This design comes from an exercise in tuning for small area and a short achievable clock period on the open sky130 flow, not from production work.
The RTL was checked by simulation tests, not by an equivalence proof against the original design.
Power and IR drop assume default switching activity.

## run 1
## rv32i_cpu
module rv32i_cpu (
    input  wire        clk,
    input  wire        rst_n,
    input  wire        calc_start,
    input  wire [31:0] gcd_a,
    input  wire [31:0] gcd_b,
    output wire [31:0] gcd_result,
    output wire [31:0] imem_addr,
    input  wire [31:0] imem_data
);
clock: 10.0 ns
lec_check: 0
cap_margin: 20
core_margin: 2
core_utilization: 30
setup_slack_margin: 4.5
slew_margin: 20
synth_hierarchical: 1
tns_end_percent: 10
standard.sh (not shown) runs the stock make flow with config.mk's settings and CLKGATE_MAP_FILE= SYNTH_SCRIPT=/design/flow/synth_recipe.tcl, a recipe that flattens the netlist after the stock synthesis.
==> flow/flow/run.sh <==
#!/bin/bash
# Layout flow: the standard synthesis, then every combinational cell is
# set to the smallest cell of its family (the synthesis maps many small
# hierarchical blocks and sizes their outputs for a generic load), then the
# standard flow from floorplan on, whose timing repair sizes cells up again
# where the timing needs it.  Port buffers are plain buffers.
set -euo pipefail
W=$(pwd)
bash standard.sh synth > "$W/log_synth.txt" 2>&1
ODB=$W/orfs/results/$FLOW_PLATFORM/rv32i_cpu/base/1_synth.odb
OR=$(command -v openroad || echo /OpenROAD-flow-scripts/tools/install/OpenROAD/bin/openroad)
ODB=$ODB "$OR" -no_splash -exit "$W/flow/downsize.tcl" > "$W/log_downsize.txt" 2>&1
# port buffers: a plain buffer (the default pick is a slow delay cell); the
# timing repair sizes them up where needed
bash standard.sh "BUFFER_PORTS_ARGS=-buffer_cell sky130_fd_sc_hd__buf_2" finish > "$W/log_finish.txt" 2>&1
==> flow/flow/downsize.tcl <==
# Set every combinational standard cell to the smallest cell of its family
# (same function and pins, drive strength suffix _N); at equal area take the
# stronger one.  Flip-flops keep the cell synthesis gave them.
read_db $::env(ODB)
set db [ord::get_db]
set block [ord::get_db_block]
set n 0
foreach inst [$block getInsts] {
  set m [$inst getMaster]
  set name [$m getName]
  if {![regexp {^(sky130_fd_sc_hd__[a-z0-9]+)_([0-9]+)$} $name -> base sz]} { continue }
  if {[regexp {__(df|dl|sdf|edf|sedf|conb|tap|fill|decap|clk)} $base]} { continue }
  set best $m
  set bw [$m getWidth]
  foreach s {0 1 2 3 4 6 8 12 16} {
    set c [$db findMaster "${base}_$s"]
    if {$c eq "NULL"} { continue }
    set w [$c getWidth]
    if {$w < $bw || ($w == $bw && $s > [regsub {.*_} [$best getName] {}])} {
      set best $c
      set bw $w
    }
  }
  if {$best ne $m} {
    $inst swapMaster $best
    incr n
  }
}
puts "downsize: swapped $n instances"
write_db $::env(ODB)
Run 1: all stages complete, timing, DRC and antenna checks passed
Changes in run 2 relative to run 1:
Settings: TNS_END_PERCENT: 10 -> 100.
## What came out
Run 1 ended up with x10_q[10]$_DFF_PN0_ as its capture point of the critical path; run 2 ended up with pc_q[8]$_DFF_PN0_.
Combinational cell fraction of total power: run 1 vs run 2 — no meaningful difference
Run 2: no failed stages, no open violations at the end
Run 1 | stages: all done | timing, DRC, antenna: all pass
Combined global-route utilization of all metal layers: run 1 vs run 2 — no meaningful difference
Run 1 -> run 2: number of global-route vias before repair flat
Diff run 1 -> run 2: count of clock-buffer cells in the layout dropped about 3%, total wire length climbed 1800 um, detailed placement HPWL barely changed.
Run 2 vs. run 1: core utilization essentially unchanged; well tap count now sits at about the same level; via count closely matched the old numbers.
What run 3 does differently from run 2 at the input level:
Settings: TNS_END_PERCENT changed from 100 to 10; PLACE_DENSITY newly set to 0.75.
==> flow/flow/downsize.tcl <==
# Set every combinational standard cell to the smallest cell of its family
# (same function and pins, drive strength suffix _N); at equal area take the
# stronger one.  Flip-flops keep the cell synthesis gave them.
# The read-select decoder (nets u_dec.*) drives the whole register file: its
# predecode gates get drive 4 and its final gates drive 2.
read_db $::env(ODB)
set db [ord::get_db]
set block [ord::get_db_block]
set n 0
proc out_net {inst} {
  foreach it [$inst getITerms] {
    if {[$it isOutputSignal] && [$it getNet] ne "NULL"} { return [[$it getNet] getName] }
  }
  return ""
}
foreach inst [$block getInsts] {
  set m [$inst getMaster]
  set name [$m getName]
  if {![regexp {^(sky130_fd_sc_hd__[a-z0-9]+)_([0-9]+)$} $name -> base sz]} { continue }
  if {[regexp {__(df|dl|sdf|edf|sedf|conb|tap|fill|decap|clk)} $base]} { continue }
  set want 0
  if {[string match "u_dec.*" [out_net $inst]]} {
    if {[regexp {__(nor2|nor3)$} $base]} { set want 2 } else { set want 4 }
  }
  set best ""
  set bw 0
  foreach s {0 1 2 3 4 6 8 12 16} {
    if {$s < $want} { continue }
    set c [$db findMaster "${base}_$s"]
    if {$c eq "NULL"} { continue }
    set w [$c getWidth]
    if {$best eq "" || $w < $bw || ($w == $bw && $s > [regsub {.*_} [$best getName] {}])} {
      set best $c
      set bw $w
    }
  }
  if {$best ne "" && $best ne $m} {
    $inst swapMaster $best
    incr n
  }
}
puts "downsize: swapped $n instances"
write_db $::env(ODB)
==> notes.md <==
Diff run 2 -> run 3: routed length on met2 rose by 0.95%; total wirelength of the detailed-routed design fell by 0.34%; end-of-flow core utilization fell by 0.90 points. Run 2 has a higher power density over the cells than run 3.
The following lists how run 4 was set up differently from run 3:
Settings: SETUP_SLACK_MARGIN: 4.5 -> 3.5; PLACE_DENSITY: 0.75 -> unset.
==> notes.md <==
Run 4: all stages complete, timing, DRC and antenna checks passed
Re sequential cell count: no difference whatsoever between run 4 and run 3.
Run 4: final standard cell area without fillers is about 5.5% lower than what run 3 reported.
Cmp run 4 and run 3 / routed wire length on met3 / lower: run 4
Total power of run 4 is lower than that of run 3.
Sequential share of power for run 4: 0.7 points up relative to run 3
Looking at footprint of the multi-input gates, run 4 sits 0.0017 mm^2 below run 3.
Going from run 3 to run 4, total length of routed wires grew slightly.
For fraction of standard cell area in multi-input logic, run 3 and run 4 come out practically identical.
Final cell count: run 4 lower than run 3
In run 4 the net count reported at finish turned out 3.5% lower than in run 3.
Run 3 has a higher core occupancy in the finished layout than run 4.

---

Another version of the RTL of rv32i_cpu (not shown whole).
Size in the first run: ~5100 cells after synthesis, about 160 I/O pins, roughly 54000 µm² of cells after synthesis.
clock: 10.0 ns
lec_check: 0
cap_margin: 20
core_margin: 2
core_utilization: 45
setup_slack_margin: 4.5
slew_margin: 20
synth_hierarchical: 1
tns_end_percent: 25
==> flow/flow/downsize.tcl <==
# Set every combinational standard cell to the smallest cell of its family
# (same function and pins, drive strength suffix _N); at equal area take the
# stronger one.  Flip-flops keep the cell synthesis gave them.
read_db $::env(ODB)
set db [ord::get_db]
set block [ord::get_db_block]
set n 0
foreach inst [$block getInsts] {
  set m [$inst getMaster]
  set name [$m getName]
  if {![regexp {^(sky130_fd_sc_hd__[a-z0-9]+)_([0-9]+)$} $name -> base sz]} { continue }
  if {[regexp {__(df|dl|sdf|edf|sedf|conb|tap|fill|decap|clk)} $base]} { continue }
  set best $m
  set bw [$m getWidth]
  foreach s {0 1 2 3 4 6 8 12 16} {
    set c [$db findMaster "${base}_$s"]
    if {$c eq "NULL"} { continue }
    set w [$c getWidth]
    if {$w < $bw || ($w == $bw && $s > [regsub {.*_} [$best getName] {}])} {
      set best $c
      set bw $w
    }
  }
  if {$best ne $m} {
    $inst swapMaster $best
    incr n
  }
}
puts "downsize: swapped $n instances"
write_db $::env(ODB)
Scripts as last shown in full above: flow/flow/run.sh
Then changed:
CORE_UTILIZATION = 55   (was 45)
TNS_END_PERCENT = 10   (was 25)
What happened: Wire length went down by about 6%; synthesized area is unchanged; clock-buffer cell count grows by 2; worst setup slack got worse by 0.21 ns; critical path depth is higher by 1.

==> re-timing with driven ports <==
How much do the figures lean on ideal ports? The routed layouts below were timed once more, with nothing changed but the port constraints. Step 1: set_driving_cell puts a clkbuf_16 on clk and a buf_2 on each other input, an assumption about the parent block. Step 2, shift: input delay + t, output delay - t, t = (earliest + latest rising clock arrival at the registers) / 2. This alone moves slack from input paths to output paths. Slacks: ideal ports / drivers / drivers and shift; pairs: ideal ports / drivers.
run | shift t [ns] | setup slack, ns | hold slack, ns
run 1 | 0.841 | 4.142 / 4.181 / 3.340 | 0.456 / 0.456 / 0.456
run 2 | 0.818 | 4.146 / 4.201 / 3.383 | 0.460 / 0.460 / 0.460
run 3 | 0.810 | 4.174 / 4.235 / 3.424 | 0.457 / 0.457 / 0.457
run 4 | 0.832 | 3.439 / 3.493 / 2.661 | 0.460 / 0.460 / 0.460
the first run of note 2 | 0.835 | 4.117 / 4.118 / 3.283 | 0.460 / 0.460 / 0.460
the second run of note 2 | 0.787 | 3.903 / 3.948 / 3.162 | 0.458 / 0.458 / 0.458
After both steps every run listed still meets setup and hold. For the first run of note 2, which loses most, drivers alone change the setup slack by +0.001 ns; drivers and shift together by -0.834 ns.
